What follows belongs to an exercise in optimizing a design on an open flow for small area and a short achievable clock period; a production flow would make more cautious choices. At most, simulation tests tie the RTL to the original design; equivalence was not proved. No activity file was given, so power comes from the tool's default toggle rates.

## before
==> flow/design.v (excerpt) <==
module chip_top
  ( input          clk_i
  , input          reset_i
  , input          v_i
  , input  [31:0]  a_i
  , input  [31:0]  b_i
  , output         v_o
  , output [63:0]  c_o
  );
Size in the first run: about 3200 cells after synthesis, roughly 130 I/O pins, roughly 35000 um2 of cells after synthesis.
Settings: LEC_CHECK=0, CAP_MARGIN=20, CORE_MARGIN=2, CORE_UTILIZATION=60, SETUP_SLACK_MARGIN=5.0, SLEW_MARGIN=20, TNS_END_PERCENT=10; clock period 7.5 ns.
standard.sh (not shown) runs the stock make flow with config.mk's settings and CLKGATE_MAP_FILE= SYNTH_SCRIPT=/design/flow/synth_recipe.tcl, a recipe that flattens the netlist after the stock synthesis.
==> flow/flow/run.sh <==
#!/bin/bash
# Layout flow: the standard ORFS flow, with a cleaner synthesis netlist.
#  2. the same synthesis again with one change: Yosys's pre-mapping 'abc -fast'
#     (in synth's fine step) is skipped (-noabc) except on the final adder,
#     so extract_fa maps the RTL's full adders without the inverters abc's
#     restructuring leaves between them.  Everything else (ORFS synth.tcl,
#     synth_recipe.tcl, -nofsm -noshare, flatten, renames, final abc
#     mapping) is unchanged.
#  3. flow/polfix.py removes inverters left between self-dual cells.
#  4. the netlist is used only if its registers (names and cell types) are
#     exactly the standard synthesis's; otherwise the standard one is used.
#  5. bash standard.sh finish for the rest of the layout.
# Each tool's output goes to a log file of its own in this folder.
set -u
R=orfs/results/${FLOW_PLATFORM}/chip_top/base
bash standard.sh synth > 1_synth_standard.log 2>&1 || exit 1
cp $R/1_2_yosys.v $R/1_2_yosys_standard.v

# step 2: same make command as standard.sh, own WORK_HOME and synthesis script
# own synthesis script: synth_recipe.tcl with its first line (the synth
# wrapper) replaced; flow/synth_wrap.tcl adds -noabc to synth's fine step
# and runs 'abc -fast' only on the final adder (the logic between the
# carry-save registers fx_r/fy_r and prod_n), which maps better that way.
{ cat flow/synth_wrap.tcl; tail -n +2 synth_recipe.tcl; } > synth_recipe_noabc.tcl
MK=$(grep -m1 '^make ' standard.sh | sed -e "s#SYNTH_SCRIPT=[^ ]*#SYNTH_SCRIPT=$PWD/synth_recipe_noabc.tcl#" -e "s#WORK_HOME=[^ ]*#WORK_HOME=$PWD/orfs_noabc#" -e 's#"${@:-finish}"#synth#')
echo "$MK" > 1_synth_noabc.cmd
ok=0
if bash -c "$MK" > 1_synth_noabc.log 2>&1; then
  N=orfs_noabc/results/${FLOW_PLATFORM}/chip_top/base/1_2_yosys.v
  if python3 flow/polfix.py $N $R/1_2_yosys_fixed.v > polfix.log 2>&1; then
    python3 - $R/1_2_yosys_standard.v $R/1_2_yosys_fixed.v > regcheck.log 2>&1 <<'PY' && ok=1
import re, sys
def regs(f):
    t = open(f).read()
    return sorted(re.findall(r'\n  (sky130_fd_sc_hd__(?:dfxtp|dfrtp|dfstp|dfbbp|dfrbp|dfxbp|edfxtp|sdf\w*|dl\w*)_\d+)\s+(\S+)', t))
a, b = regs(sys.argv[1]), regs(sys.argv[2])
print('registers: standard %d, new %d' % (len(a), len(b)))
sys.exit(0 if a == b and a else 1)
PY
  fi
fi
if [ $ok = 1 ]; then
  echo "using the -noabc netlist" >> regcheck.log
  cp $R/1_2_yosys_fixed.v $R/1_2_yosys.v
  rm -f $R/1_synth.odb $R/1_synth.sdc
else
  echo "using the standard netlist" >> regcheck.log
fi
bash standard.sh finish > 2_finish.log 2>&1
Other scripts of this flow, unchanged in this note and not shown: flow/flow/polfix.py, flow/flow/synth_wrap.tcl
For after, these inputs were changed with respect to before:
- swapping 60 for 40 in CORE_UTILIZATION
- putting CTS_CLUSTER_SIZE at 24 where nothing was set
- clearing TNS_END_PERCENT, which used to be 10
- putting CTS_CLUSTER_DIAMETER at 60 where nothing was set
### Flow results
- [compare] base=before new=after: number of standard cells in the layout, taps in and fillers out went up; routed wire length went down.
- Against before, area enclosed by the die boundary in after rose by more than a quarter.

chip_top, a different RTL version from the one above (not shown whole).
Size: roughly 3,100 cells after synthesis, roughly 130 I/O pins.
export LEC_CHECK = 0
export CAP_MARGIN = 20
export CORE_MARGIN = 2
export CORE_UTILIZATION = 40
export SETUP_SLACK_MARGIN = 4.8
export SLEW_MARGIN = 20
create_clock -name core_clock -period 7.5 [get_ports {clk_i}]
==> flow/flow/run.sh <==
#!/bin/bash
# Layout flow: the standard ORFS flow, with a cleaner synthesis netlist.
#  2. the same synthesis again with one change: Yosys's pre-mapping 'abc -fast'
#     (in synth's fine step) is skipped (-noabc), so extract_fa maps the
#     RTL's full adders without the inverters abc's restructuring leaves
#     between them.  Everything else (ORFS synth.tcl, synth_recipe.tcl,
#     -nofsm -noshare, flatten, renames, final abc mapping) is unchanged.
#  3. flow/polfix.py removes inverters left between self-dual cells.
#  4. the netlist is used only if its registers (names and cell types) are
#     exactly the standard synthesis's; otherwise the standard one is used.
#  5. bash standard.sh finish for the rest of the layout.
# Each tool's output goes to a log file of its own in this folder.
set -u
R=orfs/results/${FLOW_PLATFORM}/chip_top/base
bash standard.sh synth > 1_synth_standard.log 2>&1 || exit 1
cp $R/1_2_yosys.v $R/1_2_yosys_standard.v

# step 2: same make command as standard.sh, own WORK_HOME and synthesis script
sed '1s/yosys synth -nofsm -noshare /yosys synth -nofsm -noshare -noabc /' synth_recipe.tcl > synth_recipe_noabc.tcl
MK=$(grep -m1 '^make ' standard.sh | sed -e "s#SYNTH_SCRIPT=[^ ]*#SYNTH_SCRIPT=$PWD/synth_recipe_noabc.tcl#" -e "s#WORK_HOME=[^ ]*#WORK_HOME=$PWD/orfs_noabc#" -e 's#"${@:-finish}"#synth#')
echo "$MK" > 1_synth_noabc.cmd
ok=0
if bash -c "$MK" > 1_synth_noabc.log 2>&1; then
  N=orfs_noabc/results/${FLOW_PLATFORM}/chip_top/base/1_2_yosys.v
  if python3 flow/polfix.py $N $R/1_2_yosys_fixed.v > polfix.log 2>&1; then
    python3 - $R/1_2_yosys_standard.v $R/1_2_yosys_fixed.v > regcheck.log 2>&1 <<'PY' && ok=1
import re, sys
def regs(f):
    t = open(f).read()
    return sorted(re.findall(r'\n  (sky130_fd_sc_hd__(?:dfxtp|dfrtp|dfstp|dfbbp|dfrbp|dfxbp|edfxtp|sdf\w*|dl\w*)_\d+)\s+(\S+)', t))
a, b = regs(sys.argv[1]), regs(sys.argv[2])
print('registers: standard %d, new %d' % (len(a), len(b)))
sys.exit(0 if a == b and a else 1)
PY
  fi
fi
if [ $ok = 1 ]; then
  echo "using the -noabc netlist" >> regcheck.log
  cp $R/1_2_yosys_fixed.v $R/1_2_yosys.v
  rm -f $R/1_synth.odb $R/1_synth.sdc
else
  echo "using the standard netlist" >> regcheck.log
fi
bash standard.sh finish > 2_finish.log 2>&1
Other scripts of this flow, unchanged in this note and not shown: flow/flow/polfix.py
Change:
--- a/flow/config.mk
+++ b/flow/config.mk
@@ -6,4 +6,5 @@
 export NUM_CORES = 4
 export LEC_CHECK = 0
+export ABC_AREA = 1
 export CAP_MARGIN = 20
 export CORE_MARGIN = 2
Effect:
- The new run finished with timing, DRC and antenna clean
- routed wire length climbs by 7.1%
- die area goes up by 3.9%
- global-route usage goes up by 0.93 points
- synthesized cell count went up by 23%
- non-clock buffer count came out higher by 7
- core utilization goes down by 0.47 points
- setup slack gets better by 0.050 ns
- total power rises by 3.7%
- sequential power drops by 7.6%
Function was not checked in any run of this note: the RTL went through the layout flow alone.

## re-timing with driven ports
The flow's constraints put no driver on any port. The routed layouts listed below were extracted and timed again, unchanged, in two steps. Step 1 assumes that a clkbuf_16 drives the clock port and a buf_2 every other input. Step 2 moves the port delays by t, midway between the first and last clock arrival at a register: inputs arrive t later, outputs are due t later. That takes back most of the time a late clock gives input paths. Three values: ideal ports, drivers, drivers and shift; two values: the first two.
run	t (ns)	slack for setup (ns)	latest minus earliest clock arrival (ns)
before	0.682	4.885 / 4.885 / 4.869	0.032 / 0.032
after	0.717	4.823 / 4.801 / 4.823	0.030 / 0.030
the first run of note 2	0.685	4.780 / 4.714 / 4.785	0.044 / 0.044
the second run of note 2	0.675	4.830 / 4.778 / 4.779	0.027 / 0.028
After both steps setup and hold are still met in every run listed. For the second run of note 2, which loses most, drivers alone change the setup slack by -0.052 ns; drivers and shift together by -0.051 ns.
